From an optimization exercise on the open Yosys and OpenROAD flow, aimed at small area; shortcuts taken in it are not production practice. In this exercise RTL edits were held to simulation tests only and were not proved equivalent to the original. No driver is modelled on the clock port, so clocking that relies on it looks cheaper here than on a real chip.

Setup of JK:
==> module process, before the edit <==
module process(Rout,Gout,Bout,OKout,Rin,Gin,Bin,operation,value,clka,reset,OKin);
input clka,reset,OKin;
input [7:0]Rin,Gin,Bin,value;
input [2:0]operation;
output reg [7:0]Rout,Gout,Bout;
output reg OKout;
wire en = OKin & ~reset;
wire op_inc = (operation == 3'd0);
wire op_dec = (operation == 3'd1);
wire op_gry = (operation == 3'd2);
wire op_red = (operation == 3'd3);
wire op_grn = (operation == 3'd4);
wire op_blu = (operation == 3'd5);
wire op_thr = (operation == 3'd6);
wire op_inv = (operation == 3'd7);
wire s0a, c0a, s0b, c0b, w0, c0c;
pp_fa f0a(Rin[5], Rin[6], Gin[4], s0a, c0a);
pp_fa f0b(Gin[6], Bin[4], Bin[5], s0b, c0b);
pp_fa f0c(s0a, s0b, Bin[6], w0, c0c);
wire s1a, c1a, s1b, c1b, s1c, c1c, s1d, c1d, w1, c1e;
pp_fa f1a(Rin[6], Rin[7], Gin[5], s1a, c1a);
pp_fa f1b(Gin[7], Bin[5], Bin[6], s1b, c1b);
pp_fa f1c(Bin[7], c0a, c0b, s1c, c1c);
pp_fa f1d(s1a, s1b, s1c, s1d, c1d);
pp_ha h1e(s1d, c0c, w1, c1e);
wire s2a, c2a, s2b, c2b, s2c, c2c, w2, c2d;
pp_fa f2a(Rin[7], Gin[6], Bin[6], s2a, c2a);
pp_fa f2b(Bin[7], c1a, c1b, s2b, c2b);
pp_fa f2c(c1c, c1d, c1e, s2c, c2c);
pp_fa f2d(s2a, s2b, s2c, w2, c2d);
wire s3a, c3a, s3b, c3b, w3, c3c;
pp_fa f3a(Gin[7], Bin[7], c2a, s3a, c3a);
pp_fa f3b(c2b, c2c, c2d, s3b, c3b);
pp_ha h3c(s3a, s3b, w3, c3c);
wire w4, c4a;
pp_fa f4a(c3a, c3b, c3c, w4, c4a);
wire [5:0] W = {c4a, w4, w3, w2, w1, w0};
wire op_gz = op_gry | op_thr;
wire bx = op_inc;
wire by = op_dec;
wire [7:0] br, bg;
wire [8:0] Rc, Gc, Bc;
wire [8:0] Rs, Gs, Bs;
wire [6:0] Z = Rs[8:2];
pp_bop0 bop0(value[0], ~bx, ~by, br[0]);
assign bg[0] = br[0];
pp_bop1 bop1(value[1], ~bx, ~by, Z[0], op_gz, br[1], bg[1]);
genvar m;
generate
    for (m = 2; m < 8; m = m + 1) begin : bop
        pp_bop2 u(value[m], ~bx, ~by, W[m-2], Z[m-1], op_gz, br[m], bg[m]);
    end
endgenerate
wire cin = by;
assign Rc[0] = cin;
assign Gc[0] = cin;
assign Bc[0] = cin;
genvar j;
generate
    for (j = 0; j < 8; j = j + 1) begin : add
        pp_fa fr(Rin[j], br[j], Rc[j], Rs[j], Rc[j+1]);
        pp_fa fg(Gin[j], bg[j], Gc[j], Gs[j], Gc[j+1]);
        pp_fa fb(Bin[j], bg[j], Bc[j], Bs[j], Bc[j+1]);
    end
endgenerate
assign Rs[8] = Rc[8];
assign Gs[8] = Gc[8];
assign Bs[8] = Bc[8];
wire [7:0] Y = Gs[8:1];
wire [8:0] gt;
assign gt[0] = 1'b0;
assign gt[1] = Y[0] & ~value[0];
genvar i;
generate
    for (i = 1; i < 8; i = i + 1) begin : cmp
        pp_majn u(Y[i], value[i], gt[i], gt[i+1]);
    end
endgenerate
wire white = ~gt[8];
wire rP = en & (op_inc | (op_dec & Rs[8]) | op_red | (op_thr & white));
wire rQ = en & ((op_inc & Rs[8]) | op_inv | (op_thr & white));
wire gP = en & (op_inc | (op_dec & Gs[8]) | op_grn | (op_thr & white));
wire gQ = en & ((op_inc & Gs[8]) | op_inv | (op_thr & white));
wire bP = en & (op_inc | (op_dec & Bs[8]) | op_blu | (op_thr & white));
wire bQ = en & ((op_inc & Bs[8]) | op_inv | (op_thr & white));
wire selY = en & op_gry;
wire [7:0] yn = ~(Y & {8{selY}});
wire [7:0] Rn, Gn, Bn;
genvar k;
generate
    for (k = 0; k < 8; k = k + 1) begin : omux
        pp_omux ur(Rs[k], rP, rQ, yn[k], Rn[k]);
        pp_omux ug(Gs[k], gP, gQ, yn[k], Gn[k]);
        pp_omux ub(Bs[k], bP, bQ, yn[k], Bn[k]);
    end
endgenerate
always @(posedge clka) begin
    OKout <= en;
    Rout <= Rn;
    Gout <= Gn;
    Bout <= Bn;
end
endmodule
clock: 10.0 ns
lec_check: 0
cap_margin: 20
core_margin: 2
core_utilization: 65
gpl_timing_driven: 0
slew_margin: 20
synth_hierarchical: 1
standard.sh (not shown) runs the stock make flow with config.mk's settings and CLKGATE_MAP_FILE= SYNTH_SCRIPT=/design/flow/synth_recipe.tcl, a recipe that flattens the netlist after the stock synthesis.
==> flow/flow/run.sh <==
#!/bin/bash
# Own layout flow: the standard flow (standard.sh) with these changes:
#  * synthesis is synth_recipe.tcl unchanged except that ABC maps each module for
#    area with area.abc (no buffering/upsizing) instead of ORFS's speed script;
#  * the port buffers are buf_1 instead of the buffer_ports default;
#  * CTS uses clkbuf_8 buffers without a dummy load, and post_cts.tcl makes its root
#    buffer clkbuf_1;
#  * everything else (floorplan, PDN, taps, CTS, routing) is the standard flow.
set -euo pipefail
WORK=$(pwd)
mkdir -p "$WORK/own"
sed 's#log_cmd abc {\*}$abc_args#log_cmd abc -script $::env(OWN_ABC_SCRIPT) {*}[lrange $abc_args 2 end]#' \
  "$FLOW_HOME/scripts/synth.tcl" > "$WORK/own/synth_mod.tcl"
grep -q OWN_ABC_SCRIPT "$WORK/own/synth_mod.tcl"
export OWN_SYNTH_MOD="$WORK/own/synth_mod.tcl"
export OWN_ABC_SCRIPT="$WORK/flow/area.abc"
export OWN_CLKROOT=sky130_fd_sc_hd__clkbuf_1
bash standard.sh \
  "SYNTH_SCRIPT=$WORK/flow/own_synth.tcl" \
  "BUFFER_PORTS_ARGS=-buffer_cell sky130_fd_sc_hd__buf_1" \
  "CTS_ARGS=-sink_clustering_enable -repair_clock_nets -dont_use_dummy_load -buf_list sky130_fd_sc_hd__clkbuf_8" \
  "POST_CTS_TCL=$WORK/flow/post_cts.tcl" \
  finish > "$WORK/standard_flow.log" 2>&1
==> flow/flow/area.abc <==
strash
&get -n
&dch -f
&nf -R 1000
&put
==> flow/flow/own_synth.tcl <==
# The standard synthesis (synth_recipe.tcl) with one change: ORFS's synth.tcl is used as
# synth_mod.tcl, a copy whose ABC call maps for area with flow/area.abc (written by run.sh).
proc synth {args} { yosys synth -nofsm -noshare {*}$args }
source $::env(OWN_SYNTH_MOD)
# left out here: clear keep_hierarchy, flatten, clean up, hide names made inside functions, write 1_2_yosys.v
==> flow/flow/post_cts.tcl <==
# POST_CTS hook: CTS makes a root clock buffer that drives only the leaf clock buffers,
# which then drive the flip-flops. The root needs little drive, so it becomes the
# smallest clock buffer; placement is legalised again afterwards.
set root [get_cells -quiet clkbuf_0_clka]
if { [llength $root] == 1 } {
  replace_cell $root $::env(OWN_CLKROOT)
  detailed_placement
  estimate_parasitics -placement
  puts "post_cts: root clock buffer is now $::env(OWN_CLKROOT)"
}
#### Input delta (MS over JK)
--- a/flow/design.v
+++ b/flow/design.v
@@ -64,8 +64,8 @@
 pp_fa f4a(c3a, c3b, c3c, w4, c4a);
 wire [5:0] W = {c4a, w4, w3, w2, w1, w0};
 wire op_gz = op_gry | op_thr;
-wire bx = op_inc;
-wire by = op_dec;
+wire bx = ~(op_dec | op_gz);
+wire by = ~(op_inc | op_gz);
 wire [7:0] br, bg;
 wire [8:0] Rc, Gc, Bc;
 wire [8:0] Rs, Gs, Bs;
==> comparison <==
MS went all the way through synthesis, placement and routing and the layout is clean on timing, DRC and antenna.
MS -> JK: count of boundary I/O pins delta 0, exact match
MS: detailed-routed wire length on met3 lower than JK
In the flow results for JK and MS, the summed instance area of the synthesized netlist is smaller on JK.
Compared with JK, MS instantiates a larger number of standard cells.
Between MS and JK, the cell area figures differ only marginally.
MS vs. JK: total met2 wirelength after detailed routing grew by about 3.3%, final critical path time including I/O delays and setup shrank by 0.12 ns, clock-pin transition on the worst setup and hold timing paths held steady, relative area of clock buffers and inverters in the final design held steady.
Diff JK -> MS | via count | decrease of 87
MS vs JK, number of global-route vias before repair went down by 59.
Remaining global-route overflow came out exactly the same in JK and MS.

-- afterwards: timing with drivers on the ports --
The flow's constraints put no driver on any port. The routed layouts listed below were extracted and timed again, unchanged, in two steps.
Step 1 assumes that a clkbuf_16 drives the clock port and a buf_2 every other input.
Step 2, shift: input delay + t, output delay - t, t = (earliest + latest rising clock arrival at the registers) / 2. This alone moves slack from input paths to output paths.
Slacks: ideal ports / drivers / drivers and shift; pairs: ideal ports / drivers.
run | t (ns) | slack for setup (ns) | clock arrival spread, ns | slew at the worst register clock pin (ns)
JK | 0.361 | 0.600 / 0.605 / 0.243 | 0.013 / 0.013 | 0.09 / 0.09
MS | 0.366 | 0.721 / 0.720 / 0.354 | 0.007 / 0.008 | 0.08 / 0.08
After both steps setup and hold are still met in every run listed. For MS, which loses most, drivers alone change the setup slack by -0.001 ns; drivers and shift together by -0.367 ns.
